What follows belongs to an exercise in optimizing a design on an open flow for small area, a short achievable clock period and few clock cycles; a production flow would make more cautious choices. Where RTL was checked, it was by simulation tests only, not by an equivalence proof against the original. For runs 1 to 4, only the layout was checked, not whether the RTL still works. Power and IR drop assume default switching activity.

### design/flow/design.v
module rle (
	clk,
	nreset,
	start,
	message_addr,
	message_size,
	rle_addr,
	rle_size,
	done,
        port_A_data_in,
        port_A_data_out,
        port_A_addr,
        port_A_we
	);
input	clk;
input	nreset;
input	start;
input 	[31:0] message_addr;
input	[31:0] message_size;
input	[31:0] rle_addr;
input   [31:0] port_A_data_out;
output  [31:0] port_A_data_in;
output  [15:0] port_A_addr;
output  port_A_we;
output	[31:0] rle_size;
output	done;
reg        busy;       
reg        done_r;
reg        we;         
reg        aM;         
reg        aR;         
reg        dv;         
reg        fl;         
reg        fls;        
reg [13:0] ra;         
reg [13:0] wa;         
reg [10:0] wleft;      
reg [7:0]  val;        
reg [7:0]  cnt;        
reg        have;       
reg        hi;         
reg [13:0] np;         
reg [3:0]  kq;         
reg [4:0]  T;          
reg [15:0] q0, q1, q2, q3, q4;
wire [7:0] b0 = port_A_data_out[7:0];
wire [7:0] b1 = port_A_data_out[15:8];
wire [7:0] b2 = port_A_data_out[23:16];
wire [7:0] b3 = port_A_data_out[31:24];
assign port_A_we = we;
assign port_A_data_in = {q1, q0};
wire [13:0] pa = aM ? message_addr[15:2] : aR ? ra : wa;
wire [12:0] szm1 = message_size[12:0] - 13'd1;    
wire [13:0] pa1 = pa + 14'd1;           
assign port_A_addr = {pa, 2'b00};
assign rle_size = {17'd0, np, 1'b0};    
assign done = done_r;
wire lastw = (wleft == 11'd0);         
wire [1:0] nvl = message_size[1:0];   
wire part = lastw & (nvl != 2'd0);      
wire v1 = ~part | (nvl[1]);             
wire v2 = ~part | (nvl == 2'd3);        
wire v3 = ~part;                        
wire x0 = (b0 == val);
wire x1 = (b1 == b0);
wire x2 = (b2 == b1);
wire x3 = (b3 == b2);
wire s0 = hi & (cnt[1:0] == 2'd3);
wire s1 = hi & (cnt[1:0] == 2'd2);
wire s2 = hi & (cnt[1:0] == 2'd1);
wire s3 = hi & (cnt[1:0] == 2'd0);
wire B0 = ~have | ~x0 | s0;
wire B1 = v1 & (~x1 | (x0 & s1));
wire B2 = v2 & (~x2 | (x0 & x1 & s2));
wire B3 = v3 & (~x3 | (x0 & x1 & x2 & s3));
wire E0 = have & (~x0 | s0);
wire E1 = B1;
wire E2 = B2;
wire E3 = B3;
wire ke1 = E0 | E1 | E2 | E3;
wire ke2 = (E0 & (E1 | E2 | E3)) | (E1 & (E2 | E3)) | (E2 & E3);
wire ke3 = (E0 & E1 & (E2 | E3)) | (E2 & E3 & (E0 | E1));
wire ke4 = E0 & E1 & E2 & E3;
wire [7:0] cp1 = cnt + 8'd1;
wire [7:0] cp2 = cnt + 8'd2;
wire [7:0] cp3 = cnt + 8'd3;
wire n1a = E0 & E1;
wire n1b = (E0 | E1) & E2;
wire [1:0] n1c = n1a ? 2'd1 : n1b ? (E0 ? 2'd2 : 2'd1) : (E0 ? 2'd3 : E1 ? 2'd2 : 2'd1);
wire [15:0] N1 = {n1a ? b0 : n1b ? b1 : b2, 6'd0, n1c};
wire n2a = E0 & E1 & E2;
wire [1:0] n2c = n2a ? 2'd1 : (E2 ? 2'd1 : E1 ? 2'd2 : 2'd3);
wire [15:0] N2 = {n2a ? b1 : b2, 6'd0, n2c};
wire [15:0] N3 = {b2, 8'd1};
wire [2:0] nv = part ? {1'b0, nvl} : 3'd4;
wire [7:0] cnt_w = B3 ? 8'd1 : B2 ? {5'd0, nv - 3'd2} : B1 ? {5'd0, nv - 3'd1} :
                   B0 ? {5'd0, nv} : cnt + {5'd0, nv};
wire hi_w = ~(B0 | B1 | B2 | B3) & (part ? (cnt >= 8'd252 - {6'd0, nvl}) : (cnt >= 8'd248));
wire [7:0] val_w = ~v1 ? b0 : ~v2 ? b1 : ~v3 ? b2 : b3;
wire W1 = we ? T[2] : T[0];
wire W2 = we & T[3];
wire W3 = we & T[4];
wire room = ~W2;
wire fire = dv & room;                  
wire flush = fl & room;                 
wire ins = fire | flush;
wire sh = ins & W1;                     
wire [4:0] Tn = ({5{fire & W1}}  & {ke4, ke3, ke2, ke1, 1'b1}) |
                ({5{fire & ~W1}} & {1'b0, ke4, ke3, ke2, ke1}) |
                ({5{flush}}      & {3'b0, W1, 1'b1}) |
                ({5{~ins}}       & {2'b0, W3, W2, W1});
wire [3:0] kt = ({4{fire}} & {ke4, ke3, ke2, ke1}) | {3'b0, flush};
wire [15:0] M0 = (fl | E0) ? {val, cnt} : E1 ? {b0, cp1} : E2 ? {b1, cp2} : {b2, cp3};
wire we_n = flush | (fire & (W1 ? ke1 : ke2)) | (~ins & (W2 | (fls & W1)));
wire [15:0] S0 = we ? q2 : q0;
always @(posedge clk) begin
    if (~nreset) begin
        busy <= 1'b0;
        done_r <= 1'b0;
        we <= 1'b0;
        aM <= 1'b1;
        aR <= 1'b0;
    end
    else if (~busy) begin
        if (start) begin
            busy <= 1'b1;
            done_r <= 1'b0;
            we <= 1'b0;
            aM <= 1'b0;
            aR <= 1'b1;
            dv <= 1'b1;
            fl <= 1'b0;
            fls <= 1'b0;
            ra <= pa1;
            wa <= rle_addr[15:2];
            wleft <= szm1[12:2];
            cnt <= 8'd0;
            have <= 1'b0;
            hi <= 1'b0;
        end
    end
    else begin
        if (we) begin
            wa <= pa1;
            if (fire) dv <= 1'b0;
        end
        else begin
            if (wleft != 11'd0) begin
                ra <= pa1;
                wleft <= wleft - 11'd1;
                dv <= 1'b1;
            end
            else if (fire)
                dv <= 1'b0;
        end
        if (fire) begin
            val <= val_w;
            cnt <= cnt_w;
            have <= 1'b1;
            hi <= hi_w;
            if (lastw) fl <= 1'b1;
        end
        if (flush) begin
            fl <= 1'b0;
            fls <= 1'b1;
        end
        we <= we_n;
        aR <= ~we_n;
        if (we & fls & ~W1) begin
            busy <= 1'b0;
            done_r <= 1'b1;
            we <= 1'b0;
            aM <= 1'b1;
            aR <= 1'b0;
        end
    end
end
always @(posedge clk) begin
    kq <= busy ? kt : 4'd0;
    T <= busy ? Tn : 5'd0;
    if (start & ~busy)
        np <= 14'd0;
    else
        np <= np + {11'd0, kq[3], kq[1] & ~kq[3], (kq[0] & ~kq[1]) | (kq[2] & ~kq[3])};
    q0 <= ins ? (sh ? S0 : M0) : S0;
    q1 <= ins ? (sh ? M0 : N1) : q3;
    q2 <= ins ? (sh ? N1 : N2) : q4;
    q3 <= sh ? N2 : N3;
    q4 <= N3;
end
endmodule
### design/flow/flow/run.sh
#!/bin/bash
# The standard layout, with two changes:
# - every port is buffered by a plain buf_1 cell (the resizer may still size
#   it up) instead of the default delay buffer;
# - clock tree synthesis inserts no dummy loads.
set -euo pipefail
export BUFFER_PORTS_ARGS="-buffer_cell sky130_fd_sc_hd__buf_1"
export CTS_ARGS="-sink_clustering_enable -repair_clock_nets -dont_use_dummy_load -buf_list sky130_fd_sc_hd__clkbuf_8 -sink_clustering_size 20"
bash standard.sh > standard_flow.log 2>&1
### design/flow/standard.sh
#!/bin/bash
# synth_recipe.tcl (not shown) runs the flow's synth.tcl, then flattens the netlist and writes it again
# the make line also repeats each setting of config.mk as NAME=value (left out here)
make -C /OpenROAD-flow-scripts/flow DESIGN_CONFIG=/design/flow/config.mk WORK_HOME=/design/flow/orfs CLKGATE_MAP_FILE= SYNTH_SCRIPT=/design/flow/synth_recipe.tcl "${@:-finish}"
### design/flow/config.mk
export PLATFORM = sky130hd
export DESIGN_NAME = rle
export DESIGN_NICKNAME = rle
export VERILOG_FILES = /design/flow/design.v
export SDC_FILE = /design/flow/constraint.sdc
export NUM_CORES = 4
export LEC_CHECK = 0
export ABC_AREA = 1
export CAP_MARGIN = 20
export CORE_MARGIN = 2
export CORE_UTILIZATION = 60
export GPL_ROUTABILITY_DRIVEN = 0
export SETUP_SLACK_MARGIN = 2.2
export SLEW_MARGIN = 20
### design/flow/constraint.sdc
create_clock -name core_clock -period 5.0 [get_ports {clk}]
set_input_delay 1.0000 -clock core_clock [delete_from_list [all_inputs] [get_ports {clk}]]
set_output_delay 1.0000 -clock core_clock [all_outputs]
set_load 0.01 [all_outputs]
==> reports/qor.yml, run 1 <==
cts_max_level: 4
ir_drop_mv: 0.167
critical_path.endpoint_type: "flip-flop"
max_cap_violations: 0
grt_use_total_pct: 28.0
critPathMaxFanout: 6
synth-edff-count: 60
hpwl_mm: 16.2
max_freq_mhz: 374
post-route-util_pct: 69.2
wl_per_cell_um: 14.5
yosys.area.top_type: "edfxtp_1"
async_reset_ff_share_pct: 0
grt_max_degree: 36
setup_viol: 0
hold_viol_final: 0
cts_hold_buffers: 0
grt_pass1_wl_mm: 35.9
synth_ff_type: "dfxtp_1"
fin_crit_ns: 2.67
synth-seq-area-share_pct: 39.1
cp.arrival_ns: 2.87
clkTransAtPathRegs_ns: 0.07
grt_pass1_vias: 7226
rows: 44
yosysTopAreaCellShare_pct: 19.9
instances_no_fill: 1545
die_w_um: 127
post-place-ws_ns: 1.22
syn_to_final_growth_pct: 11.8
dr.pass1.iters: 5
startpoint_type: "primary input"
place_area_um2: 9600
num_vias: 8176
layout-drive-gt1-share_pct: 11.7
n_fill_cell: 1308
cts.sinks: 147
antenna_found_initial: 0
clk_latency_ns: 0.45
cp.required_ns: 5.19
status: "no timing/DRC/antenna violations"
drc_errors: 0
io_pins: 213
fin_crit_sh_pct: 53.5
rsz0062_at_grt: "true"
dieArea_um2: 16100
fin_ws_ns: 2.33
skew_ns: 0.0289
viasPerCell: 5.29
cts_tree: "built"
post_synth.cell_area_avg_um2: 7.41
crit_type: "primary input to flip-flop"
insertedDiodeCount: 0
synth.top_cells.by_area: "edfxtp_1 (20%), dfxtp_1 (19%), nand2_1 (16%)"
yosys-top-cells-count: "nand2_1 (379), inv_1 (118), nor2_1 (116), dfxtp_1 (87), edfxtp_1 (60)"
setup-tns-final_ns: 0
dieHeight_um: 127
powerDensity_nw_per_um2: 280
drt_iter0_markers: 614
postRouteAntennaNets: 0
hold_path_class: "flip-flop to flip-flop"
place.port_buffers: 137
slew_headroom_pct: 37.7
syn_area_um2: 9060
synth_seq_cells: 147
final_area_um2: 10100
p_total_mw: 2.83
whs_ns: 0.442
p_leak_nw: 4.42
initial_core_util_pct: 61.9
ys_types: 61
dpl.cell_count: 1503
cts_buffers: 17
nNetsFinal: 1518
ctsRootBufferMaster: "clkbuf_8"
ys_warn_count: 1
ctsLongestPathBuffers: 2
worst_slew_pin_slew_ns: 0.935
netlist_instances: 1223
slew_viol_final: 0
reg2reg_slack_ns: 2.41
gr-total-overflow: 0
yosysMostFrequentCell: "nand2_1"
wl_mm: 22.4
coreArea_um2: 14600
-- cell families after synthesis --
logic type	count (synthesis)	share of synthesized area, %
AND/OR/NAND/NOR	613	29.7
multiplexers	4	0.442
adder cells (fa/ha/maj)	24	3.48
AO/OA/AOI/OAI	178	12.0
buffers and inverters	204	10.1
other	1	0.0414
XOR/XNOR	52	5.11
flip-flops	147	39.1
-- final cells by class --
type                    instances  area, um2  share of cell area [%]
multi-input cells             893       4770                    47.1
flip-flops and latches        147       3550                    35.0
repair buffers                167        807                    7.97
inverters                     137        539                    5.32
clock buffers                  17        234                    2.31
well taps                     184        230                    2.27
-- where the power goes --
part | switching, mW | internal, mW | total [mW]
Sequential | 0.0665 | 1.40 | 1.46
Clock | 0.389 | 0.299 | 0.689
Combinational | 0.452 | 0.230 | 0.682
-- cell usage in the layout (no fill, tap or decap), types with 7 or more instances in the layout --
master      n
xnor2_1    21
inv_2      14
o21ai_2     7
xor2_1     30
o21ai_0    51
o21ai_1    27
nor3_1      7
or2_2       8
nand2_1   379
clkbuf_2   21
ha_1       20
a21oi_1    35
inv_1     113
nand3_1    48
conb_1     20
nand4_1    12
a221oi_1    8
buf_1     115
nor2_1    111
clkbuf_8   17
edfxtp_1   60
dfxtp_1    86
o211ai_1   27
nor2_4      7
nor2_2      9
buf_4      27
-- routing by layer --
layer / routed length [um] / vias up / share of wire (%) / GRT usage [%]
met3: 1500 / 35 / 6.7 / 4.77
li1: - / 4180 / - / -
met1: 10300 / 3665 / 46 / 39.7
met4: 423 / 0 / 1.9 / 8.40
met5: 0 / - / 0 / 0
met2: 10100 / 296 / 45 / 44.1
-- state kept, by name, indices dropped and copies added (netlist names), 4 cells and up --
signal / cells
T: 4
cnt: 8
kq: 4
np: 14
q0: 16
q1: 16
q2: 10
q3: 10
q4: 8
ra: 14
val: 8
wa: 14
wleft: 11
-- repair_timing --
action | CTS | global route
setup buffers | 17 | 6
resized for setup | 10 | 29
cloned | 2 | 0
pin swaps | 5 | 7
endpoints found under the setup margin | 83 | 70
-- worst paths after layout --
path / start / endpoint / depth (start not counted)
worst max-delay path: message_size[1] / cnt[6] / 13
worst min-delay path: q4[15] / q2[15] / 2
worst max register to register: wleft[5] / cnt[6] / 12
worst min register to register: q4[15] / q2[15] / 2
-- worst max-delay path, cell delays in order --
cell and delay, ns:
clkbuf_4 0.19, inv_4 0.06, ha_4 0.16, inv_4 0.11, nand3_4 0.15, nor2_4 0.14
ha_4 0.14, inv_2 0.04, fa_2 0.37, o21ai_2 0.16, nand3_1 0.11, xor2_1 0.17
nor2_1 0.05
==> run 2, diff against run 1 <==
--- a/design/flow/config.mk
+++ b/design/flow/config.mk
@@ -6,9 +6,8 @@
 export NUM_CORES = 4
 export LEC_CHECK = 0
 export ABC_AREA = 1
-export CAP_MARGIN = 20
+export CAP_MARGIN = 5
 export CORE_MARGIN = 2
 export CORE_UTILIZATION = 60
-export GPL_ROUTABILITY_DRIVEN = 0
 export SETUP_SLACK_MARGIN = 2.2
-export SLEW_MARGIN = 20
+export SLEW_MARGIN = 5
==> reports/qor.yml, run 2 <==
max_cap_violations: 0  # unchanged
instances_no_fill: 1545  # unchanged
p_total_mw: 2.83  # unchanged
status: "no timing/DRC/antenna violations"  # unchanged
clkTransAtPathRegs_ns: 0.07  # about the same
p_switching_uw: 908  # unchanged
fin_crit_ns: 2.67  # unchanged
num_vias: 8176  # unchanged
gr-total-overflow: 0  # unchanged
die_w_um: 127  # unchanged
place_congestion: 0.883
intPower_mw: 1.93  # unchanged
grt_max_degree: 36  # unchanged
async_reset_ff_share_pct: 0  # unchanged
coreArea_um2: 14600  # unchanged
ys_warn_count: 1  # unchanged
cp.required_ns: 5.19  # about the same
post_synth.cell_area_avg_um2: 7.41  # unchanged
wl_per_cell_um: 14.5  # unchanged
place.port_buffers: 137  # unchanged
dieArea_um2: 16100  # unchanged
post-route-util_pct: 69.2  # unchanged
synth_ff_type: "dfxtp_1"  # unchanged
grt_pass1_vias: 7226  # unchanged
reg2reg_slack_ns: 2.41  # about the same
netlist_instances: 1223  # unchanged
syn_area_um2: 9060  # unchanged
clkPwrFrac_pct: 24.3  # about the same
grt_use_total_pct: 28.0  # unchanged
post-place-ws_ns: 1.22  # unchanged
rsz0062_at_grt: "true"  # unchanged
cts_buffers: 17  # unchanged
hold_viol_final: 0  # unchanged
ctsRootBufferMaster: "clkbuf_8"  # unchanged
fin_crit_sh_pct: 53.5  # unchanged
whs_path_depth: 2  # unchanged
clk_latency_ns: 0.45  # about the same
rows: 44  # unchanged
synth-edff-count: 60  # unchanged
crit_chain: "clkbuf_4 -> inv_4 -> ha_4 -> inv_4 -> nand3_4 -> nor2_4 -> ha_4 -> inv_2 -> fa_2 -> o21ai_2 -> nand3_1 -> xor2_1 -> nor2_1"  # unchanged
io_pins: 213  # unchanged
slew_viol_final: 0  # unchanged
viasPerCell: 5.29  # unchanged
ys_types: 61  # unchanged
rr_startpoint: "wleft[5]"  # unchanged
crit_buf_inv: 4  # unchanged
initial_core_util_pct: 61.9  # unchanged
hpwl_mm: 16.2  # unchanged
startpoint_type: "primary input"  # unchanged
dr.pass1.iters: 5  # unchanged
synth_seq_cells: 147  # unchanged
drc_errors: 0  # unchanged
min_to: "q2[15]"  # unchanged
yosysTopAreaCellShare_pct: 19.9  # unchanged
yosys-top-cells-count: "nand2_1 (379), inv_1 (118), nor2_1 (116), dfxtp_1 (87), edfxtp_1 (60)"  # unchanged
powerDensity_nw_per_um2: 280  # unchanged
synth-seq-area-share_pct: 39.1  # unchanged
slowest_stage: "fa_2"  # unchanged
setup_viol: 0  # unchanged
layout_commonest_cell: "nand2_1"  # unchanged
top_regs: "q0: 16 flops, q1: 16 flops"  # unchanged
critical_path.top_delay_family: "adder cells"  # unchanged
worst_slew_pin_slew_ns: 0.935  # unchanged
ctsLongestPathBuffers: 2  # unchanged
nNetsFinal: 1518  # unchanged
insertedDiodeCount: 0  # unchanged
ir_drop_mv: 0.167  # unchanged
synth.top_cells.by_area: "edfxtp_1 (20%), dfxtp_1 (19%), nand2_1 (16%)"  # unchanged
drt_iter0_markers: 614  # unchanged
slowest_delay_ns: 0.37  # about the same
antenna_found_initial: 0  # unchanged
skew_ns: 0.0289  # unchanged
fin_ws_ns: 2.33  # unchanged
mostFrequentLayoutCells: "nand2_1 (379), buf_1 (115), inv_1 (113), nor2_1 (111), dfxtp_1 (86)"  # unchanged
critPathMaxFanout: 6  # unchanged
holdCritStartpoint: "q4[15]"  # unchanged
hold_path_class: "flip-flop to flip-flop"  # unchanged
wl_mm: 22.4  # unchanged
yosysMostFrequentCell: "nand2_1"  # unchanged
dieHeight_um: 127  # unchanged
setup-tns-final_ns: 0  # unchanged
cp.arrival_ns: 2.87  # about the same
cts.sinks: 147  # unchanged
rr_endpoint: "cnt[6]"  # unchanged
p_leak_nw: 4.42  # unchanged
reg2reg_depth: 12  # unchanged
sw_frac_of_total_pct: 32.0  # unchanged
grt_pass1_wl_mm: 35.9  # unchanged
p_comb_share_pct: 24.1  # about the same
crit_type: "primary input to flip-flop"  # unchanged
cts_tree: "built"  # unchanged
max_freq_mhz: 374  # unchanged
slew_headroom_pct: 37.7  # unchanged
postRouteAntennaNets: 0  # unchanged
yosys.area.top_type: "edfxtp_1"  # unchanged
dpl.cell_count: 1503  # unchanged
layout-drive-gt1-share_pct: 11.7  # unchanged
p_seq_share_pct: 51.6  # about the same
syn_to_final_growth_pct: 11.8  # unchanged
cts_max_level: 4  # unchanged
critical_path.endpoint_type: "flip-flop"  # unchanged
[run 2: cell counts after synthesis]
No cell type changed its count.
[run 2: tightest hold or removal path, cell delays in order (launching register included)]
cell	delay, ns
dfxtp_1	0.31
nand2_1	0.05
nand3_1	0.06
[run 2: what timing repair did]
action                     CTS  global route
gates cloned                 2             0
setup endpoints to repair   83            70
pin swaps                    5             7
hold buffers                 0             0
gates resized for setup     10            29
buffers inserted            17             6
[run 2: final cells by class]
class / count / area, um2
clock buffer: 17 / 234
fill: 1308 / 4520
inverter: 137 / 539
multi-input combinational: 893 / 4770
sequential: 147 / 3550
tap: 184 / 230
timing repair buffer: 167 / 807
[run 2: metal layers]
metal  global-route usage [%]  vias to the layer above  part of all wire (%)
li1                         -                     4180                     -
met1                     39.7                     3665                    46
met2                     44.1                      296                    45
met3                     4.77                       35                   6.7
met4                     8.40                        0                   1.9
met5                        0                        -                     0
[run 2: logic make-up (layout without fill, tap and decap cells)]
group                      Yosys count  in the layout  share of synthesized area, %
DFF                                147            147                          39.1
other                                1             20                        0.0414
and+or+nand+nor                    613            615                          29.7
muxes                                4              4                         0.442
adders and majority gates           24             24                          3.48
xor gates and xnor gates            52             52                          5.11
buffers and inverters              204            321                          10.1
AOI/OAI and AO/OA                  178            178                          12.0
[run 2: metrics by stage]
step                      hold WS, ns  area, um2
final                           0.442      10100
after global placement          0.425       9600
after CTS                       0.441      10000
after detailed placement        0.427       9600
after global routing            0.473      10100
after floorplan                 0.419       9190
[run 2: power groups by stage]
stage | logic, mW | registers (mW) | clock network [mW]
final | 0.682 | 1.46 | 0.689
after CTS | 0.673 | 1.46 | 0.700
after detailed placement | 0.654 | 1.49 | 0
after global routing | 0.765 | 1.48 | 0.742
after global placement | 0.641 | 1.49 | 0
after floorplan | 0.444 | 1.50 | 0
[run 2: how the worst max path moves through the flow]
| stage | from | to | slack [ns] | cells past startpoint |
|---|---|---|---|---|
| after detailed placement | message_size[1] | q0[14] | 1.22 | 14 |
| after global placement | message_size[1] | hi | 1.28 | 12 |
| after floorplan | message_size[0] | cnt[6] | 2.17 | 12 |
| after global routing | we | q3[9] | 2.18 | 10 |
| final | message_size[1] | cnt[6] | 2.33 | 13 |
| after CTS | message_size[0] | cnt[6] | 2.21 | 13 |
==> run 3, diff against run 2 <==
==> design/flow/flow/run.sh (replaced) <==
#!/bin/bash
# The standard layout, with two changes:
# - every port is buffered by a plain buf_1 cell (the resizer may still size
#   it up) instead of the default delay buffer;
# - clock tree synthesis inserts no dummy loads.
set -euo pipefail
export BUFFER_PORTS_ARGS="-buffer_cell sky130_fd_sc_hd__buf_1"
export CTS_ARGS="-sink_clustering_enable -repair_clock_nets -dont_use_dummy_load -buf_list sky130_fd_sc_hd__clkbuf_8 -sink_clustering_size 30 -sink_clustering_max_diameter 60"
bash standard.sh > standard_flow.log 2>&1
--- a/design/flow/config.mk
+++ b/design/flow/config.mk
@@ -6,8 +6,8 @@
 export NUM_CORES = 4
 export LEC_CHECK = 0
 export ABC_AREA = 1
-export CAP_MARGIN = 5
+export CAP_MARGIN = 20
 export CORE_MARGIN = 2
 export CORE_UTILIZATION = 60
 export SETUP_SLACK_MARGIN = 2.2
-export SLEW_MARGIN = 5
+export SLEW_MARGIN = 20
==> reports/qor.yml, run 3 <==
critical_path.endpoint_type: "flip-flop"  # unchanged
max_freq_mhz: 374  # unchanged
hold_viol_final: 0  # unchanged
mostFrequentLayoutCells: "nand2_1 (379), buf_1 (115), inv_1 (113), nor2_1 (111), dfxtp_1 (86)"  # unchanged
synth-simple-area-share_pct: 29.7  # unchanged
initial_core_util_pct: 61.9  # unchanged
worst_slew_pin_slew_ns: 0.935  # unchanged
p_switching_uw: 908  # unchanged
synth_ff_type: "dfxtp_1"  # unchanged
cp.required_ns: 5.19  # about the same
fin_crit_sh_pct: 53.5  # unchanged
place.port_buffers: 137  # unchanged
setup_viol: 0  # unchanged
num_vias: 8176  # unchanged
synth.top_cells.by_area: "edfxtp_1 (20%), dfxtp_1 (19%), nand2_1 (16%)"  # unchanged
synthXorXnorAreaFrac_pct: 5.11  # unchanged
cp.arrival_ns: 2.87  # about the same
sw_frac_of_total_pct: 32.0  # unchanged
place_area_um2: 9600  # unchanged
ys_warn_count: 1  # unchanged
ctsRootBufferMaster: "clkbuf_8"  # unchanged
met3WireLength_mm: 1.50  # unchanged
met2_length_mm: 10.1  # unchanged
ys_types: 61  # unchanged
wl_mm: 22.4  # unchanged
cts_buffers: 17  # unchanged
rows: 44  # unchanged
slew_headroom_pct: 37.7  # unchanged
async_reset_ff_share_pct: 0  # unchanged
synth-adder-area-share_pct: 3.48  # unchanged
startpoint_type: "primary input"  # unchanged
grt_use_total_pct: 28.0  # unchanged
layout_commonest_cell: "nand2_1"  # unchanged
dieArea_um2: 16100  # unchanged
rr_startpoint: "wleft[5]"  # unchanged
synth-seq-area-share_pct: 39.1  # unchanged
wl_met1_mm: 10.3  # unchanged
reg2reg_depth: 12  # unchanged
cts_tree: "built"  # unchanged
yosys-top-cells-count: "nand2_1 (379), inv_1 (118), nor2_1 (116), dfxtp_1 (87), edfxtp_1 (60)"  # unchanged
reg2reg_slack_ns: 2.41  # about the same
min_to: "q2[15]"  # unchanged
critPathMaxFanout: 6  # unchanged
antenna_found_initial: 0  # unchanged
p_total_mw: 2.83  # unchanged
dr.pass1.iters: 5  # unchanged
coreArea_um2: 14600  # unchanged
crit_type: "primary input to flip-flop"  # unchanged
intPower_mw: 1.93  # unchanged
io_pins: 213  # unchanged
cts.sinks: 147  # unchanged
regArea_um2: 3550  # unchanged
powerDensity_nw_per_um2: 280  # unchanged
grt_max_degree: 36  # unchanged
synth_seq_cells: 147  # unchanged
insertedDiodeCount: 0  # unchanged
rsz0062_at_grt: "true"  # unchanged
final_area_um2: 10100  # unchanged
drt_iter0_markers: 614  # unchanged
n_fill_cell: 1308  # unchanged
clkPwrFrac_pct: 24.3  # about the same
netlist_instances: 1223  # unchanged
synth_compound_area_share_pct: 12.0  # unchanged
whs_path_depth: 2  # unchanged
dieHeight_um: 127  # unchanged
hpwl_mm: 16.2  # unchanged
yosysMostFrequentCell: "nand2_1"  # unchanged
clk_latency_ns: 0.45  # about the same
cts_max_level: 4  # unchanged
syn_area_um2: 9060  # unchanged
ir_drop_mv: 0.167  # unchanged
slew_viol_final: 0  # unchanged
postRouteAntennaNets: 0  # unchanged
synth_top_family_by_area: "simple AND/OR/NAND/NOR gates"  # unchanged
post_synth.cell_area_avg_um2: 7.41  # unchanged
synth-edff-count: 60  # unchanged
grt_pass1_vias: 7226  # unchanged
ctsLongestPathBuffers: 2  # unchanged
synthMuxAreaShare_pct: 0.442  # unchanged
top_regs: "q0: 16 flops, q1: 16 flops"  # unchanged
nNetsFinal: 1518  # unchanged
viasPerCell: 5.29  # unchanged
skew_ns: 0.0289  # unchanged
top_layer: "met4"  # unchanged
setup-tns-final_ns: 0  # unchanged
syn_to_final_growth_pct: 11.8  # unchanged
p_comb_share_pct: 24.1  # about the same
drc_errors: 0  # unchanged
p_seq_share_pct: 51.6  # about the same
gr-total-overflow: 0  # unchanged
multi_input_area_um2: 4770  # unchanged
grt_pass1_wl_mm: 35.9  # unchanged
layout-drive-gt1-share_pct: 11.7  # unchanged
holdCritStartpoint: "q4[15]"  # unchanged
status: "no timing/DRC/antenna violations"  # unchanged
wl_per_cell_um: 14.5  # unchanged
yosysTopAreaCellShare_pct: 19.9  # unchanged
p_leak_nw: 4.42  # unchanged
max_cap_violations: 0  # unchanged
hold_path_class: "flip-flop to flip-flop"  # unchanged
die_w_um: 127  # unchanged
yosys.area.top_type: "edfxtp_1"  # unchanged
place_congestion: 0.883  # unchanged
rr_endpoint: "cnt[6]"  # unchanged
fin_crit_ns: 2.67  # unchanged
clkTransAtPathRegs_ns: 0.07  # about the same
[run 3: cell counts in the layout (fill, tap and decap cells not counted)]
Identical to the previous run, type by type.
[run 3: area by class of cell]
type	count	share of cell area (%)
multi-input cells	893	47.1
inverters	137	5.32
repair buffers	167	7.97
clock buffers	17	2.31
well taps	184	2.27
flip-flops and latches	147	35.0
[run 3: cells by family after synthesis]
| logic type | after synthesis |
|---|---|
| AO/OA/AOI/OAI | 178 |
| flip-flops | 147 |
| other | 1 |
| adder cells (fa/ha/maj) | 24 |
| buffers and inverters | 204 |
| multiplexers | 4 |
| XOR/XNOR | 52 |
| AND/OR/NAND/NOR | 613 |
[run 3: how the worst max path moves through the flow]
stage          depth (start not counted)             from     end  slack (ns)
2_1_floorplan                         12  message_size[0]  cnt[6]        2.17
3_3_place_gp                          12  message_size[1]      hi        1.28
3_5_place_dp                          14  message_size[1]  q0[14]        1.22
4_1_cts                               13  message_size[0]  cnt[6]        2.21
5_1_grt                               10               we   q3[9]        2.18
6_report                              13  message_size[1]  cnt[6]        2.33
[run 3: critical path, stage by stage]
cell      delay, ns
clkbuf_4       0.19
inv_4          0.06
ha_4           0.16
inv_4          0.11
nand3_4        0.15
nor2_4         0.14
ha_4           0.14
inv_2          0.04
fa_2           0.37
o21ai_2        0.16
nand3_1        0.11
xor2_1         0.17
nor2_1         0.05
[run 3: metrics by stage]
step / worst slack, ns / hold WS (ns) / std cells / utilization, %
after floorplan: 2.17 / 0.419 / 1242 / -
after global placement: 1.28 / 0.425 / 1503 / 65.5
after detailed placement: 1.22 / 0.427 / 1503 / 65.5
after CTS: 2.21 / 0.441 / 1539 / 68.6
after global routing: 2.18 / 0.473 / 1545 / 69.2
final: 2.33 / 0.442 / 1545 / 69.2
[run 3: per-layer routing]
layer  up-vias  GRT usage [%]
li1       4180              -
met1      3665           39.7
met2       296           44.1
met3        35           4.77
met4         0           8.40
met5         -              0
[run 3: timing repair]
item | CTS | global route
cloned | 2 | 0
hold buffers | 0 | 0
endpoints found under the setup margin | 83 | 70
setup buffers | 17 | 6
gates resized for setup | 10 | 29
pin swaps | 5 | 7
endpoints found under the hold margin | 0 | 0
[run 3: power groups by stage]
stage | sequential [mW] | combinational (mW) | clock, mW
final | 1.46 | 0.682 | 0.689
after detailed placement | 1.49 | 0.654 | 0
after CTS | 1.46 | 0.673 | 0.700
after floorplan | 1.50 | 0.444 | 0
after global routing | 1.48 | 0.765 | 0.742
after global placement | 1.49 | 0.641 | 0
==> run 4, diff against run 3 <==
--- a/design/flow/design.v
+++ b/design/flow/design.v
@@ -34,7 +34,7 @@
 reg        fls;        
 reg [13:0] ra;         
 reg [13:0] wa;         
-reg [10:0] wleft;      
+reg        lastw;      
 reg [7:0]  val;        
 reg [7:0]  cnt;        
 reg        have;       
@@ -52,10 +52,10 @@
 wire [13:0] pa = aM ? message_addr[15:2] : aR ? ra : wa;
 wire [12:0] szm1 = message_size[12:0] - 13'd1;    
 wire [13:0] pa1 = pa + 14'd1;           
+wire [13:0] rend = message_addr[15:2] + {3'd0, szm1[12:2]} + 14'd1;
 assign port_A_addr = {pa, 2'b00};
 assign rle_size = {17'd0, np, 1'b0};    
 assign done = done_r;
-wire lastw = (wleft == 11'd0);         
 wire [1:0] nvl = message_size[1:0];   
 wire part = lastw & (nvl != 2'd0);      
 wire v1 = ~part | (nvl[1]);             
@@ -133,7 +133,7 @@
             fls <= 1'b0;
             ra <= pa1;
             wa <= rle_addr[15:2];
-            wleft <= szm1[12:2];
+            lastw <= (szm1[12:2] == 11'd0);
             cnt <= 8'd0;
             have <= 1'b0;
             hi <= 1'b0;
@@ -145,10 +145,10 @@
             if (fire) dv <= 1'b0;
         end
         else begin
-            if (wleft != 11'd0) begin
+            if (~lastw) begin
                 ra <= pa1;
-                wleft <= wleft - 11'd1;
                 dv <= 1'b1;
+                lastw <= (pa1 == rend);
             end
             else if (fire)
                 dv <= 1'b0;
==> design/flow/flow/run.sh (replaced) <==
#!/bin/bash
# The standard layout, with two changes:
# - every port is buffered by a plain buf_1 cell (the resizer may still size
#   it up) instead of the default delay buffer;
# - clock tree synthesis inserts no dummy loads.
set -euo pipefail
export BUFFER_PORTS_ARGS="-buffer_cell sky130_fd_sc_hd__buf_1"
export CTS_ARGS="-sink_clustering_enable -repair_clock_nets -dont_use_dummy_load -buf_list sky130_fd_sc_hd__clkbuf_8 -sink_clustering_size 20"
bash standard.sh > standard_flow.log 2>&1
--- a/design/flow/config.mk
+++ b/design/flow/config.mk
@@ -5,7 +5,6 @@
 export SDC_FILE = /design/flow/constraint.sdc
 export NUM_CORES = 4
 export LEC_CHECK = 0
-export ABC_AREA = 1
 export CAP_MARGIN = 20
 export CORE_MARGIN = 2
 export CORE_UTILIZATION = 60
==> reports/qor.yml, run 4 <==
nNetsFinal: 1361  # was 1518
instances_no_fill: 1372  # was 1545
grt_pass1_vias: 7735  # was 7226
hpwl_mm: 16.9  # was 16.2 mm
layout-drive-gt1-share_pct: 31.6  # was 11.7%
cts_buffers: 17  # unchanged
critical_path.endpoint_type: "flip-flop"  # unchanged
max_freq_mhz: 298  # was 374 MHz
syn_area_um2: 8760  # was 9060 um2
hold_path_class: "flip-flop to flip-flop"  # unchanged
ir_drop_mv: 0.238  # was 0.167 mV
coreArea_um2: 14400  # was 14600 um2
ys_types: 81  # was 61
ys_warn_count: 1  # unchanged
grt_pass1_wl_mm: 39.8  # was 35.9 mm
setup-tns-final_ns: 0  # unchanged
max_cap_violations: 0  # unchanged
dieArea_um2: 15600  # was 16100 um2
drc_errors: 0  # unchanged
drt_iter0_markers: 780  # was 614
async_reset_ff_share_pct: 0  # unchanged
viasPerCell: 6.14  # was 5.29
gr-total-overflow: 0  # unchanged
syn_to_final_growth_pct: 35.3  # was 11.8%
antenna_found_initial: 0  # unchanged
hold_viol_final: 0  # unchanged
cts_max_level: 4  # unchanged
startpoint_type: "primary input"  # unchanged
cts.sinks: 137  # was 147
critPathMaxFanout: 4  # was 6
synth-edff-count: 50  # was 60
crit_type: "primary input to flip-flop"  # unchanged
insertedDiodeCount: 0  # unchanged
slowest_stage: "nor4_4"  # was fa_2
post-route-util_pct: 82.2  # was 69.2%
initial_core_util_pct: 60.7  # was 61.9%
synth-seq-area-share_pct: 37.0  # was 39.1%
netlist_instances: 963  # was 1223
synth_ff_type: "dfxtp_1"  # unchanged
yosys.area.top_type: "dfxtp_1"  # was edfxtp_1
skew_ns: 0.0227  # was 0.0289 ns
cp.arrival_ns: 3.65  # was 2.87 ns
clkTransAtPathRegs_ns: 0.07  # about the same
synth.top_cells.by_area: "dfxtp_1 (20%), edfxtp_1 (17%), xnor2_1 (5.6%)"  # was edfxtp_1 (20%), dfxtp_1 (19%), nand2_1 (16%)
rows: 44  # unchanged
mostFrequentLayoutCells: "buf_1 (112), buf_4 (97), nand2_1 (90), dfxtp_1 (85), nor2_1 (51)"  # was nand2_1 (379), buf_1 (115), inv_1 (113), nor2_1 (111), dfxtp_1 (86)
post_synth.cell_area_avg_um2: 9.09  # was 7.41 um2
dieHeight_um: 125  # was 127 um
setup_viol: 0  # unchanged
synth_seq_cells: 137  # was 147
ctsLongestPathBuffers: 2  # unchanged
status: "no timing/DRC/antenna violations"  # unchanged
place_congestion: 0.940  # was 0.883
fin_crit_sh_pct: 67.1  # was 53.5%
io_pins: 213  # unchanged
layout_commonest_cell: "buf_1"  # was nand2_1
dpl.cell_count: 1252  # was 1503
cp.required_ns: 5.30  # was 5.19 ns
rsz0062_at_grt: "true"  # unchanged
yosys-top-cells-count: "nand2_1 (100), dfxtp_1 (87), a21oi_1 (65), nor2_1 (61), xnor2_1 (56)"  # was nand2_1 (379), inv_1 (118), nor2_1 (116), dfxtp_1 (87), edfxtp_1 (60)
slew_headroom_pct: 42.0  # was 37.7%
dr.pass1.iters: 7  # was 5
cts_hold_buffers: 0  # unchanged
worst_slew_pin_slew_ns: 0.869  # was 0.935 ns
powerDensity_nw_per_um2: 261  # was 280 nW/um2
grt_use_total_pct: 32.2  # was 28.0%
yosysMostFrequentCell: "nand2_1"  # unchanged
yosysTopAreaCellShare_pct: 19.9  # about the same
top_regs: "q0: 16 flops, q1: 16 flops"  # unchanged
num_vias: 8427  # was 8176
n_fill_cell: 857  # was 1308
clk_latency_ns: 0.46  # was 0.45 ns
p_total_mw: 3.09  # was 2.83 mW
place.port_buffers: 137  # unchanged
die_w_um: 125  # was 127 um
fin_crit_ns: 3.35  # was 2.67 ns
ctsRootBufferMaster: "clkbuf_8"  # unchanged
slew_viol_final: 0  # unchanged
p_leak_nw: 4.70  # was 4.42 nW
postRouteAntennaNets: 0  # unchanged
grt_max_degree: 40  # was 36
cts_tree: "built"  # unchanged
wl_mm: 28.3  # was 22.4 mm
crit_chain: "buf_6 -> nor4_4 -> nand2_2 -> xnor2_2 -> ha_4 -> buf_4 -> nand2_1 -> nand4b_1 -> a31oi_4 -> o21ai_4 -> a32oi_1 -> xor2_1 -> nand4_1 -> o21ai_1"  # was clkbuf_4 -> inv_4 -> ha_4 -> inv_4 -> nand3_4 -> nor2_4 -> ha_4 -> inv_2 -> fa_2 -> o21ai_2 -> nand3_1 -> xor2_1 -> nor2_1
wl_per_cell_um: 20.7  # was 14.5 um
slowest_delay_ns: 0.35  # was 0.37 ns
[run 4: cell types whose count changed after synthesis, sizes merged, moves of 20 or more]
cell	change
a21oi	+27
inv	-98
mux2	+25
mux2i	+31
nand2	-287
nand3	-29
nor2	-68
nor2b	+20
o211ai	-28
o21ai	-20
xnor2	+37
[run 4: path summary, 6_finish.rpt]
check | startpoint | to | slack (ns) | cells past startpoint
max | message_size[3] | lastw | 1.65 | 14
min reg2reg | q4[15] | q2[15] | 0.43 | 2
min | q4[15] | q2[15] | 0.43 | 2
max reg2reg | aR | lastw | 2.00 | 12
[run 4: what timing repair did]
item                       CTS  global route
setup endpoints to repair   86            71
pin swaps                   56            63
cloned                       2             1
buffers inserted            66            34
gates resized for setup    165           126
[run 4: critical path: cells and delay by family]
kind | cells | cell delay (ns)
xor+xnor | 2 | 0.44
compound gates | 4 | 0.77
buf+inv | 2 | 0.24
fa+ha+maj | 1 | 0.25
simple gates | 5 | 0.94
[run 4: final cells by class]
type                    count  area, um2  share of cell area, %
multi-input cells         732       6070                   51.2
well taps                 184        230                   1.94
flip-flops and latches    137       3250                   27.4
inverters                  37        178                   1.50
repair buffers            264       1890                   15.9
clock buffers              17        234                   1.97
repair inverters            1       6.26                 0.0528
[run 4: where the power goes]
group | internal (mW) | switching [mW]
Combinational | 0.475 | 0.593
Sequential | 1.28 | 0.0606
Clock | 0.299 | 0.384
[run 4: metrics by stage]
stage,hold WS (ns),cell area (um2),setup slack [ns]
2_1_floorplan,0.399,9190,1.59
3_3_place_gp,0.409,9620,0.592
3_5_place_dp,0.414,9620,0.541
4_1_cts,0.432,11000,1.73
5_1_grt,0.446,11900,1.49
6_report,0.429,11900,1.65
[run 4: cell families (layout without fill, tap and decap cells)]
family | after synthesis | after routing | share of synthesized area (%)
compound gates | 223 | 223 | 16.3
buf+inv | 113 | 319 | 6.23
other cells | 1 | 20 | 0.0428
flops | 137 | 137 | 37.0
simple gates | 290 | 290 | 16.5
mux | 60 | 60 | 7.36
xor+xnor | 96 | 96 | 10.3
fa+ha+maj | 43 | 43 | 6.33
[run 4: metal layers]
| metal | GRT usage, % | vias to the layer above | share of wire [%] |
|---|---|---|---|
| li1 | - | 3826 | - |
| met1 | 39.9 | 3961 | 38 |
| met2 | 55.3 | 494 | 50 |
| met3 | 5.07 | 146 | 6.8 |
| met4 | 15.0 | 0 | 6.0 |
| met5 | 0 | - | 0 |
==> run 5, diff against run 4 <==
--- a/design/flow/design.v
+++ b/design/flow/design.v
@@ -30,11 +30,13 @@
 reg        aM;         
 reg        aR;         
 reg        dv;         
+reg        lastw;      
 reg        fl;         
 reg        fls;        
 reg [13:0] ra;         
 reg [13:0] wa;         
-reg        lastw;      
+reg [10:0] wleft;      
+reg [1:0]  nvl;        
 reg [7:0]  val;        
 reg [7:0]  cnt;        
 reg        have;       
@@ -52,11 +54,9 @@
 wire [13:0] pa = aM ? message_addr[15:2] : aR ? ra : wa;
 wire [12:0] szm1 = message_size[12:0] - 13'd1;    
 wire [13:0] pa1 = pa + 14'd1;           
-wire [13:0] rend = message_addr[15:2] + {3'd0, szm1[12:2]} + 14'd1;
 assign port_A_addr = {pa, 2'b00};
 assign rle_size = {17'd0, np, 1'b0};    
 assign done = done_r;
-wire [1:0] nvl = message_size[1:0];   
 wire part = lastw & (nvl != 2'd0);      
 wire v1 = ~part | (nvl[1]);             
 wire v2 = ~part | (nvl == 2'd3);        
@@ -133,7 +133,9 @@
             fls <= 1'b0;
             ra <= pa1;
             wa <= rle_addr[15:2];
+            wleft <= szm1[12:2];
             lastw <= (szm1[12:2] == 11'd0);
+            nvl <= message_size[1:0];
             cnt <= 8'd0;
             have <= 1'b0;
             hi <= 1'b0;
@@ -145,10 +147,11 @@
             if (fire) dv <= 1'b0;
         end
         else begin
-            if (~lastw) begin
+            if (wleft != 11'd0) begin
                 ra <= pa1;
+                wleft <= wleft - 11'd1;
                 dv <= 1'b1;
-                lastw <= (pa1 == rend);
+                lastw <= (wleft == 11'd1);
             end
             else if (fire)
                 dv <= 1'b0;
--- a/design/flow/config.mk
+++ b/design/flow/config.mk
@@ -5,8 +5,9 @@
 export SDC_FILE = /design/flow/constraint.sdc
 export NUM_CORES = 4
 export LEC_CHECK = 0
+export ABC_AREA = 1
 export CAP_MARGIN = 20
 export CORE_MARGIN = 2
-export CORE_UTILIZATION = 60
+export CORE_UTILIZATION = 55
 export SETUP_SLACK_MARGIN = 2.2
 export SLEW_MARGIN = 20
==> reports/qor.yml, run 5 <==
cp.required_ns: 4.00  # was 5.30 ns
instances_no_fill: 1581  # was 1372
ys_warn_count: 1  # unchanged
place_congestion: 0.901  # was 0.940
synth_top_family_by_area: "simple AND/OR/NAND/NOR gates"  # unchanged
synth-adder-area-share_pct: 3.50  # was 6.33%
max_cap_violations: 0  # unchanged
die_w_um: 132  # was 125 um
rows: 46  # was 44
synth_ff_type: "dfxtp_1"  # unchanged
synth.top_cells.by_area: "edfxtp_1 (21%), dfxtp_1 (19%), nand2_1 (16%)"  # was dfxtp_1 (20%), edfxtp_1 (17%), xnor2_1 (5.6%)
cts.sinks: 150  # was 137
p_leak_nw: 4.34  # was 4.70 nW
synth_compound_area_share_pct: 11.7  # was 16.3%
intPower_mw: 1.99  # was 2.05 mW
dpl.cell_count: 1549  # was 1252
async_reset_ff_share_pct: 0  # unchanged
clkPwrFrac_pct: 23.5  # was 22.1%
antenna_found_initial: 0  # unchanged
post-route-util_pct: 62.7  # was 82.2%
ys_types: 52  # was 81
grt_use_total_pct: 26.5  # was 32.2%
startpoint_type: "flip-flop"  # was primary input
busiest_layer: "met2"  # unchanged
yosys.area.top_type: "edfxtp_1"  # was dfxtp_1
insertedDiodeCount: 0  # unchanged
cts_buffers: 17  # unchanged
hold_path_class: "flip-flop to flip-flop"  # unchanged
yosysMostFrequentCell: "nand2_1"  # unchanged
layout_commonest_cell: "nand2_1"  # was buf_1
p_total_mw: 2.95  # was 3.09 mW
initial_core_util_pct: 56.4  # was 60.7%
clkTransAtPathRegs_ns: 0.07  # about the same
grt_pass1_vias: 7227  # was 7735
top_regs: "q0: 16 flops, q1: 16 flops"  # unchanged
netlist_instances: 1235  # was 963
synth-seq-area-share_pct: 40.4  # was 37.0%
viasPerCell: 5.16  # was 6.14
crit_type: "flip-flop to primary output"  # was primary input to flip-flop
postRouteAntennaNets: 0  # unchanged
synthXorXnorAreaFrac_pct: 4.58  # was 10.3%
dieHeight_um: 132  # was 125 um
powerDensity_nw_per_um2: 296  # was 261 nW/um2
drt_iter0_markers: 576  # was 780
syn_to_final_growth_pct: 11.0  # was 35.3%
critical_path.endpoint_type: "primary output"  # was flip-flop
slew_viol_final: 0  # unchanged
setup-tns-final_ns: 0  # unchanged
place.port_buffers: 137  # unchanged
fin_crit_sh_pct: 54.2  # was 67.1%
yosysTopAreaCellShare_pct: 21.0  # was 19.9%
dieArea_um2: 17400  # was 15600 um2
synth-simple-area-share_pct: 29.5  # was 16.5%
synth-edff-count: 63  # was 50
sw_frac_of_total_pct: 32.8  # was 33.6%
ctsLongestPathBuffers: 2  # unchanged
num_vias: 8154  # was 8427
skew_ns: 0.0256  # was 0.0227 ns
grt_max_degree: 34  # was 40
grt_use_met2_pct: 42.4  # was 55.3%
drc_errors: 0  # unchanged
hpwl_mm: 16.0  # was 16.9 mm
fin_crit_ns: 2.71  # was 3.35 ns
wl_per_cell_um: 14.6  # was 20.7 um
synth_seq_cells: 150  # was 137
cts_tree: "built"  # unchanged
yosys-top-cells-count: "nand2_1 (395), inv_1 (119), nor2_1 (114), dfxtp_1 (87), edfxtp_1 (63)"  # was nand2_1 (100), dfxtp_1 (87), a21oi_1 (65), nor2_1 (61), xnor2_1 (56)
nNetsFinal: 1522  # was 1361
p_switching_uw: 968  # was 1.04 mW
dr.pass1.iters: 5  # was 7
p_comb_share_pct: 25.7  # was 34.6%
ir_drop_mv: 0.195  # was 0.238 mV
ctsRootBufferMaster: "clkbuf_8"  # unchanged
layout-drive-gt1-share_pct: 9.52  # was 31.6%
max_freq_mhz: 369  # was 298 MHz
clk_latency_ns: 0.47  # was 0.46 ns
post_synth.cell_area_avg_um2: 7.28  # was 9.09 um2
cts_max_level: 4  # unchanged
mostFrequentLayoutCells: "nand2_1 (394), buf_1 (117), inv_1 (116), nor2_1 (109), dfxtp_1 (86)"  # was buf_1 (112), buf_4 (97), nand2_1 (90), dfxtp_1 (85), nor2_1 (51)
gr-total-overflow: 0  # unchanged
cts_hold_buffers: 0  # unchanged
status: "no timing/DRC/antenna violations"  # unchanged
io_pins: 213  # unchanged
cp.arrival_ns: 1.71  # was 3.65 ns
worst_slew_pin_slew_ns: 0.895  # was 0.869 ns
p_seq_share_pct: 50.8  # was 43.3%
wl_mm: 23.0  # was 28.3 mm
hold_viol_final: 0  # unchanged
grt.met3_usage_pct: 5.27  # was 5.07%
grt_pass1_wl_mm: 36.6  # was 39.8 mm
setup_viol: 0  # unchanged
syn_area_um2: 9000  # was 8760 um2
synthMuxAreaShare_pct: 0.223  # was 7.36%
whs_ns: 0.443  # was 0.429 ns
critPathMaxFanout: 14  # was 4
rsz0062_at_grt: "true"  # unchanged
n_fill_cell: 1539  # was 857
slew_headroom_pct: 40.1  # was 42.0%
use_met1_pct: 36.7  # was 39.9%
coreArea_um2: 15900  # was 14400 um2
## run 5: through the flow
stage                     cell area [um2]  setup WS (ns)
after floorplan                      9070           2.37
after global placement               9540           1.25
after detailed placement             9550           1.31
after CTS                            9860           2.21
after global routing                 9990           2.18
final                                9990           2.29
## run 5: metal layers
metal | vias up | routed length (um)
met5 | - | 0
met4 | 0 | 344
met3 | 24 | 1380
met2 | 243 | 10700
met1 | 3693 | 10600
li1 | 4194 | -
## run 5: worst paths after layout
kind	start	to	slack, ns	depth (start not counted)
hold reg to reg	q3[9]	q1[9]	0.44	2
setup / recovery	aR	port_A_addr[5]	2.29	5
hold / removal	q3[9]	q1[9]	0.44	2
setup reg to reg	nvl[0]	cnt[6]	2.39	13
## run 5: worst max-delay path, stage by stage, from the launching register on
cell	delay (ns)
dfxtp_4	0.41
or2_2	0.30
o211ai_1	0.08
o21a_1	0.26
inv_1	0.07
buf_1	0.13
## run 5: timing repair
item,in CTS,in global routing
pin swaps,2,2
gates cloned,1,1
resized for setup,13,34
setup buffers,5,8
endpoints found under the setup margin,66,59
## run 5: cell families (layout without fill, tap and decap cells)
logic type	after synthesis	in the layout
adders and majority gates	24	24
AOI/OAI and AO/OA	177	177
xor gates and xnor gates	47	47
other	1	20
DFF	150	150
buffers and inverters	204	314
and+or+nand+nor	630	631
muxes	2	2
## run 5: final cells by class
type	count	area [um2]	share of cell area (%)
timing repair buffer	161	731	7.31
tap	216	270	2.71
inverter	135	528	5.29
timing repair inverter	1	7.51	0.0752
clock buffer	17	234	2.34
multi-input combinational	901	4580	45.9
sequential	150	3640	36.4
## run 5: power groups by stage
stage               sequential, mW  clock, mW  combinational [mW]
CTS                           1.50      0.710               0.740
finish                        1.50      0.695               0.758
global placement              1.52          0               0.713
detailed placement            1.53          0               0.721
global route                  1.52      0.753               0.853
floorplan                     1.54          0               0.489
Testbench counts of run 5, summed over its fixed seeds: cycles 22,297.
==> run 6, diff against run 5 <==
--- a/design/flow/config.mk
+++ b/design/flow/config.mk
@@ -8,6 +8,6 @@
 export ABC_AREA = 1
 export CAP_MARGIN = 20
 export CORE_MARGIN = 2
-export CORE_UTILIZATION = 55
-export SETUP_SLACK_MARGIN = 2.2
+export CORE_UTILIZATION = 65
+export SETUP_SLACK_MARGIN = 2.3
 export SLEW_MARGIN = 20
==> reports/qor.yml, run 6 <==
status: "no timing/DRC/antenna violations"  # unchanged
critical_path.endpoint_type: "primary output"  # unchanged
startpoint_type: "flip-flop"  # unchanged
synth-edff-count: 63  # unchanged
yosysTopAreaCellShare_pct: 21.0  # unchanged
synth_compound_area_share_pct: 11.7  # unchanged
synthMuxAreaShare_pct: 0.223  # unchanged
hpwl_mm: 15.4  # was 16.0 mm
wl_per_cell_um: 14.9  # was 14.6 um
synthXorXnorAreaFrac_pct: 4.58  # unchanged
synth_ff_type: "dfxtp_1"  # unchanged
place.port_buffers: 137  # unchanged
viasPerCell: 5.50  # was 5.16
ys_warn_count: 1  # unchanged
whs_path_depth: 2  # unchanged
crit_chain: "buf_4 -> or2_2 -> o211ai_1 -> o21ai_2 -> buf_1"  # was or2_2 -> o211ai_1 -> o21a_1 -> inv_1 -> buf_1
coreArea_um2: 13400  # was 15900 um2
async_reset_ff_share_pct: 0  # unchanged
slowest_stage: "dfxtp_4"  # unchanged
synth-adder-area-share_pct: 3.50  # unchanged
post-route-util_pct: 75.5  # was 62.7%
num_vias: 8530  # was 8154
nNetsFinal: 1532  # was 1522
layout-drive-gt1-share_pct: 11.6  # was 9.52%
grt_max_degree: 37  # was 34
slew_headroom_pct: 39.1  # was 40.1%
dieHeight_um: 122  # was 132 um
dr.pass1.iters: 5  # unchanged
syn_area_um2: 9000  # unchanged
cts_hold_buffers: 0  # unchanged
final_area_um2: 10100  # was 9990 um2
place_area_um2: 9480  # was 9550 um2
syn_to_final_growth_pct: 12.4  # was 11.0%
synth-simple-area-share_pct: 29.5  # unchanged
fin_crit_ns: 2.64  # was 2.71 ns
min_to: "q1[12]"  # was q1[9]
drt_iter0_markers: 729  # was 576
rows: 42  # was 46
slowest_delay_ns: 0.39  # was 0.41 ns
powerDensity_nw_per_um2: 295  # was 296 nW/um2
synth.top_cells.by_area: "edfxtp_1 (21%), dfxtp_1 (19%), nand2_1 (16%)"  # unchanged
setup_viol: 0  # unchanged
ctsRootBufferMaster: "clkbuf_8"  # unchanged
reg2reg_depth: 12  # was 13
yosys-top-cells-count: "nand2_1 (395), inv_1 (119), nor2_1 (114), dfxtp_1 (87), edfxtp_1 (63)"  # unchanged
wl_mm: 23.2  # was 23.0 mm
rsz0062_at_grt: "true"  # unchanged
rr_startpoint: "nvl[0]"  # unchanged
cts_buffers: 17  # unchanged
yosysMostFrequentCell: "nand2_1"  # unchanged
postRouteAntennaNets: 0  # unchanged
insertedDiodeCount: 0  # unchanged
layout_commonest_cell: "nand2_1"  # unchanged
slew_viol_final: 0  # unchanged
top_regs: "q0: 16 flops, q1: 16 flops"  # unchanged
cp.required_ns: 4.00  # about the same
n_fill_cell: 1095  # was 1539
p_leak_nw: 4.42  # was 4.34 nW
p_total_mw: 2.98  # was 2.95 mW
post_synth.cell_area_avg_um2: 7.28  # unchanged
grt_pass1_vias: 7400  # was 7227
gr-total-overflow: 0  # unchanged
setup-tns-final_ns: 0  # unchanged
critPathMaxFanout: 10  # was 14
hold_path_class: "flip-flop to flip-flop"  # unchanged
hold_viol_final: 0  # unchanged
clk_latency_ns: 0.46  # was 0.47 ns
worst_slew_pin_slew_ns: 0.914  # was 0.895 ns
netlist_instances: 1235  # unchanged
yosys.area.top_type: "edfxtp_1"  # unchanged
reg2reg_slack_ns: 2.45  # was 2.39 ns
clkTransAtPathRegs_ns: 0.08  # was 0.07 ns
synth-seq-area-share_pct: 40.4  # unchanged
cts_max_level: 4  # unchanged
cp.arrival_ns: 1.64  # was 1.71 ns
grt_pass1_wl_mm: 35.3  # was 36.6 mm
initial_core_util_pct: 67.1  # was 56.4%
fin_crit_sh_pct: 52.8  # was 54.2%
place_congestion: 0.885  # was 0.901
die_w_um: 122  # was 132 um
rr_endpoint: "cnt[6]"  # unchanged
grt_use_total_pct: 30.6  # was 26.5%
skew_ns: 0.0253  # was 0.0256 ns
ys_types: 52  # unchanged
synth_top_family_by_area: "simple AND/OR/NAND/NOR gates"  # unchanged
mostFrequentLayoutCells: "nand2_1 (392), inv_1 (115), buf_1 (113), nor2_1 (107), dfxtp_1 (85)"  # was nand2_1 (394), buf_1 (117), inv_1 (116), nor2_1 (109), dfxtp_1 (86)
io_pins: 213  # unchanged
holdCritStartpoint: "q3[12]"  # was q3[9]
max_cap_violations: 0  # unchanged
crit_type: "flip-flop to primary output"  # unchanged
ir_drop_mv: 0.202  # was 0.195 mV
dieArea_um2: 14800  # was 17400 um2
drc_errors: 0  # unchanged
synth_seq_cells: 150  # unchanged
ctsLongestPathBuffers: 2  # unchanged
max_freq_mhz: 378  # was 369 MHz
antenna_found_initial: 0  # unchanged
cts.sinks: 150  # unchanged
cts_tree: "built"  # unchanged
-- run 6: cell types whose count changed in the layout (fill, tap and decap cells not counted), sizes merged --
cell      delta
buf         +10
clkbuf       -1
clkinv       +1
clkinvlp     +1
nor2         -1
-- run 6: layout make-up --
| class | count | area, um2 | share of cell area [%] |
|---|---|---|---|
| Timing Repair inverter | 3 | 21.3 | 0.210 |
| Multi-Input combinational cell | 900 | 4630 | 45.8 |
| Tap cell | 176 | 220 | 2.18 |
| Inverter | 135 | 541 | 5.34 |
| Clock buffer | 17 | 234 | 2.31 |
| Timing Repair Buffer | 170 | 831 | 8.21 |
| Sequential cell | 150 | 3640 | 36.0 |
-- run 6: what timing repair did --
action | 4_1_cts | 5_1_grt
endpoints found under the setup margin | 60 | 71
gates cloned | 1 | 2
setup buffers | 7 | 17
pin swaps | 2 | 11
gates resized for setup | 21 | 54
-- run 6: logic make-up after synthesis --
family / Yosys count
AND/OR/NAND/NOR: 630
buffers and inverters: 204
AO/OA/AOI/OAI: 177
flip-flops: 150
XOR/XNOR: 47
adder cells (fa/ha/maj): 24
multiplexers: 2
other: 1
-- run 6: metal layers --
metal | vias up | GRT usage (%) | wire length [um]
met5 | - | 0 | 0
met4 | 0 | 10.1 | 503
li1 | 4210 | - | -
met3 | 49 | 5.81 | 2150
met1 | 3870 | 40.6 | 9530
met2 | 401 | 50.5 | 11000
-- run 6: worst max path at each step --
| stage | startpoint | endpoint | slack, ns | cells past startpoint |
|---|---|---|---|---|
| after floorplan | message_size[1] | lastw | 2.37 | 10 |
| after global placement | port_A_data_out[2] | q1[15] | 1.31 | 15 |
| after detailed placement | port_A_data_out[2] | q1[15] | 1.35 | 15 |
| after CTS | we | q1[0] | 2.28 | 10 |
| after global routing | message_size[1] | lastw | 2.23 | 13 |
| final | aR | port_A_addr[11] | 2.36 | 5 |
-- run 6: worst max-delay path, delay by kind of cell, from the launching register on --
kind,cells,cell delay [ns]
buffers and inverters,2,0.30
flip-flops,1,0.39
AO/OA/AOI/OAI,2,0.21
AND/OR/NAND/NOR,1,0.29
-- run 6: power by group --
group	internal [mW]	total (mW)	switching, mW
combinational	0.267	0.787	0.521
sequential	1.43	1.50	0.0659
clock	0.300	0.695	0.396
total	2.00	2.98	0.982
-- run 6: metrics by stage --
stage	instances	setup slack, ns	hold slack, ns
2_1_floorplan	1254	2.37	0.419
3_3_place_gp	1507	1.31	0.427
3_5_place_dp	1507	1.35	0.427
4_1_cts	1532	2.28	0.443
5_1_grt	1551	2.23	0.469
6_report	1551	2.36	0.442
==> run 7, diff against run 6 <==
--- a/design/flow/config.mk
+++ b/design/flow/config.mk
@@ -8,6 +8,6 @@
 export ABC_AREA = 1
 export CAP_MARGIN = 20
 export CORE_MARGIN = 2
-export CORE_UTILIZATION = 65
-export SETUP_SLACK_MARGIN = 2.3
+export CORE_UTILIZATION = 60
+export SETUP_SLACK_MARGIN = 2.2
 export SLEW_MARGIN = 20
==> reports/qor.yml, run 7 <==
status: "no timing/DRC/antenna violations"  # unchanged
ctsLongestPathBuffers: 2  # unchanged
top_layer: "met4"  # unchanged
max_cap_violations: 0  # unchanged
postRouteAntennaNets: 0  # unchanged
met2_length_mm: 10.3  # was 11.0 mm
powerDensity_nw_per_um2: 295  # about the same
netlist_instances: 1235  # unchanged
clkPwrFrac_pct: 23.4  # was 23.3%
wl_mm: 22.4  # was 23.2 mm
top_regs: "q0: 16 flops, q1: 16 flops"  # unchanged
synth-seq-area-share_pct: 40.4  # unchanged
dieHeight_um: 126  # was 122 um
yosysTopAreaCellShare_pct: 21.0  # unchanged
synth-edff-count: 63  # unchanged
synth_compound_area_share_pct: 11.7  # unchanged
setup_viol: 0  # unchanged
synth_top_family_by_area: "simple AND/OR/NAND/NOR gates"  # unchanged
cts.sinks: 150  # unchanged
slowest_stage: "dfxtp_4"  # unchanged
grt_pass1_wl_mm: 35.8  # was 35.3 mm
slowest_delay_ns: 0.47  # was 0.39 ns
num_vias: 8253  # was 8530
p_switching_uw: 951  # was 982 uW
setup-tns-final_ns: 0  # unchanged
sw_frac_of_total_pct: 32.4  # was 32.9%
synth_ff_type: "dfxtp_1"  # unchanged
yosys.area.top_type: "edfxtp_1"  # unchanged
cts_max_level: 4  # unchanged
critical_path.endpoint_type: "primary output"  # unchanged
n_fill_cell: 1330  # was 1095
coreArea_um2: 14600  # was 13400 um2
cts_buffers: 17  # unchanged
clk_latency_ns: 0.46  # about the same
io_pins: 213  # unchanged
gr-total-overflow: 0  # unchanged
dieArea_um2: 16000  # was 14800 um2
drc_errors: 0  # unchanged
intPower_mw: 1.98  # was 2.00 mW
wl_per_cell_um: 14.5  # was 14.9 um
fin_crit_sh_pct: 54.1  # was 52.8%
synth_seq_cells: 150  # unchanged
p_comb_share_pct: 25.4  # was 26.4%
p_seq_share_pct: 51.2  # was 50.3%
synthXorXnorAreaFrac_pct: 4.58  # unchanged
antenna_found_initial: 0  # unchanged
syn_area_um2: 9000  # unchanged
syn_to_final_growth_pct: 10.5  # was 12.4%
place.port_buffers: 137  # unchanged
mostFrequentLayoutCells: "nand2_1 (393), buf_1 (122), inv_1 (116), nor2_1 (110), dfxtp_1 (85)"  # was nand2_1 (392), inv_1 (115), buf_1 (113), nor2_1 (107), dfxtp_1 (85)
initial_core_util_pct: 61.7  # was 67.1%
yosysMostFrequentCell: "nand2_1"  # unchanged
dr.pass1.iters: 5  # unchanged
clkTransAtPathRegs_ns: 0.06  # was 0.08 ns
viasPerCell: 5.33  # was 5.50
crit_type: "flip-flop to primary output"  # unchanged
ir_drop_mv: 0.203  # was 0.202 mV
die_w_um: 126  # was 122 um
p_total_mw: 2.93  # was 2.98 mW
worst_slew_pin_slew_ns: 0.892  # was 0.914 ns
critPathMaxFanout: 16  # was 10
rows: 44  # was 42
yosys-top-cells-count: "nand2_1 (395), inv_1 (119), nor2_1 (114), dfxtp_1 (87), edfxtp_1 (63)"  # unchanged
cp.required_ns: 4.00  # about the same
cp.arrival_ns: 1.71  # was 1.64 ns
rsz0062_at_grt: "true"  # unchanged
synth-adder-area-share_pct: 3.50  # unchanged
async_reset_ff_share_pct: 0  # unchanged
insertedDiodeCount: 0  # unchanged
max_freq_mhz: 370  # was 378 MHz
skew_ns: 0.0262  # was 0.0253 ns
place_congestion: 0.906  # was 0.885
met3WireLength_mm: 1.50  # was 2.15 mm
ctsRootBufferMaster: "clkbuf_8"  # unchanged
nNetsFinal: 1520  # was 1532
cts_tree: "built"  # unchanged
layout_commonest_cell: "nand2_1"  # unchanged
startpoint_type: "flip-flop"  # unchanged
hold_viol_final: 0  # unchanged
grt_max_degree: 37  # unchanged
slew_viol_final: 0  # unchanged
p_leak_nw: 4.32  # was 4.42 nW
ys_types: 52  # unchanged
grt_use_total_pct: 28.1  # was 30.6%
synth-simple-area-share_pct: 29.5  # unchanged
crit_chain: "inv_4 -> or2_2 -> o211ai_1 -> o21ai_2 -> buf_1"  # was buf_4 -> or2_2 -> o211ai_1 -> o21ai_2 -> buf_1
post_synth.cell_area_avg_um2: 7.28  # unchanged
wl_met1_mm: 10.2  # was 9.53 mm
fin_crit_ns: 2.71  # was 2.64 ns
grt_pass1_vias: 7361  # was 7400
drt_iter0_markers: 662  # was 729
ys_warn_count: 1  # unchanged
hpwl_mm: 15.6  # was 15.4 mm
synth.top_cells.by_area: "edfxtp_1 (21%), dfxtp_1 (19%), nand2_1 (16%)"  # unchanged
synthMuxAreaShare_pct: 0.223  # unchanged
slew_headroom_pct: 40.6  # was 39.1%
layout-drive-gt1-share_pct: 9.17  # was 11.6%
hold_path_class: "flip-flop to flip-flop"  # unchanged
## run 7: timing repair
item	in CTS	in global routing
setup endpoints to repair	63	62
setup buffers	4	9
pin swaps	2	3
hold buffers	0	0
resized for setup	13	31
cloned	0	1
## run 7: stage by stage
step	cells	hold slack (ns)	cell area, um2	setup WS, ns	utilization, %
2_1_floorplan	1254	0.419	9070	2.37	-
3_3_place_gp	1516	0.427	9500	1.34	65.1
3_5_place_dp	1516	0.428	9500	1.26	65.1
4_1_cts	1537	0.445	9800	2.19	67.2
5_1_grt	1547	0.471	9940	2.20	68.1
6_report	1547	0.442	9940	2.29	68.1
## run 7: power by group through the flow
stage | Sequential (mW) | Clock [mW] | Combinational [mW]
after floorplan | 1.54 | 0 | 0.489
after global placement | 1.52 | 0 | 0.703
after detailed placement | 1.53 | 0 | 0.717
after CTS | 1.50 | 0.702 | 0.727
after global routing | 1.52 | 0.742 | 0.842
final | 1.50 | 0.688 | 0.745
## run 7: cell type report
class                           count  area, um2  share of cell area [%]
Sequential cell                   150       3640                    36.6
Clock buffer                       17        234                    2.35
Multi-Input combinational cell    901       4580                    46.1
Tap cell                          184        230                    2.32
Inverter                          135        531                    5.34
Timing Repair Buffer              160        724                    7.29
## run 7: path summary, 6_finish.rpt
kind,from,end,slack (ns),depth (start not counted)
max reg2reg,nvl[0],q2[9],2.42,15
max,aR,port_A_addr[2],2.29,5
min reg2reg,q3[8],q1[8],0.44,2
min,q3[8],q1[8],0.44,2
## run 7: per-layer routing
metal / vias to the layer above / global-route usage (%)
met4: 0 / 10.9
met1: 3756 / 38.1
met3: 36 / 5.48
met5: - / 0
li1: 4187 / -
met2: 274 / 44.4
## run 7: cell families (layout without fill, tap and decap cells)
logic type | after synthesis | count (layout)
DFF | 150 | 150
buffers and inverters | 204 | 312
muxes | 2 | 2
adders and majority gates | 24 | 24
other | 1 | 20
and+or+nand+nor | 630 | 631
xor gates and xnor gates | 47 | 47
AOI/OAI and AO/OA | 177 | 177
## run 7: worst max-delay path, delay by kind of cell (launching register included)
| kind | cells | cell delay [ns] |
|---|---|---|
| compound gates | 2 | 0.22 |
| buf+inv | 2 | 0.28 |
| flops | 1 | 0.47 |
| simple gates | 1 | 0.29 |

afterwards: timing with drivers on the ports:
How much do the figures lean on ideal ports? The routed layouts below were timed once more, with nothing changed but the port constraints.
Step 1 (the two cells are an assumption about what drives the block):
set clk [get_ports {clk}]
set_driving_cell -lib_cell sky130_fd_sc_hd__clkbuf_16 $clk
set_driving_cell -lib_cell sky130_fd_sc_hd__buf_2 [delete_from_list [all_inputs] $clk]
Step 2 moves the port delays by t, midway between the first and last clock arrival at a register: inputs arrive t later, outputs are due t later. That takes back most of the time a late clock gives input paths.
a / b / c = ideal ports / drivers / drivers and shift; a / b = the first two.
run	shift t [ns]	slack for setup (ns)	worst setup path after step 2	worst register clock-pin slew, ns	cell pins on the clock port's net
run 1	0.476	2.326 / 2.299 / 1.863	input to register	0.08 / 0.08	1
run 2	0.476	2.326 / 2.299 / 1.863	input to register	0.08 / 0.08	1
run 3	0.476	2.326 / 2.299 / 1.863	input to register	0.08 / 0.08	1
run 4	0.485	1.645 / 1.629 / 1.143	input to register	0.08 / 0.08	1
run 5	0.496	2.289 / 2.247 / 1.856	input to register	0.09 / 0.09	1
run 6	0.482	2.358 / 2.319 / 1.913	input to register	0.08 / 0.08	1
run 7	0.488	2.295 / 2.253 / 1.921	input to register	0.08 / 0.08	1
After both steps setup and hold are still met in every run listed. For run 4, which loses most, drivers alone change the setup slack by -0.016 ns; drivers and shift together by -0.502 ns.
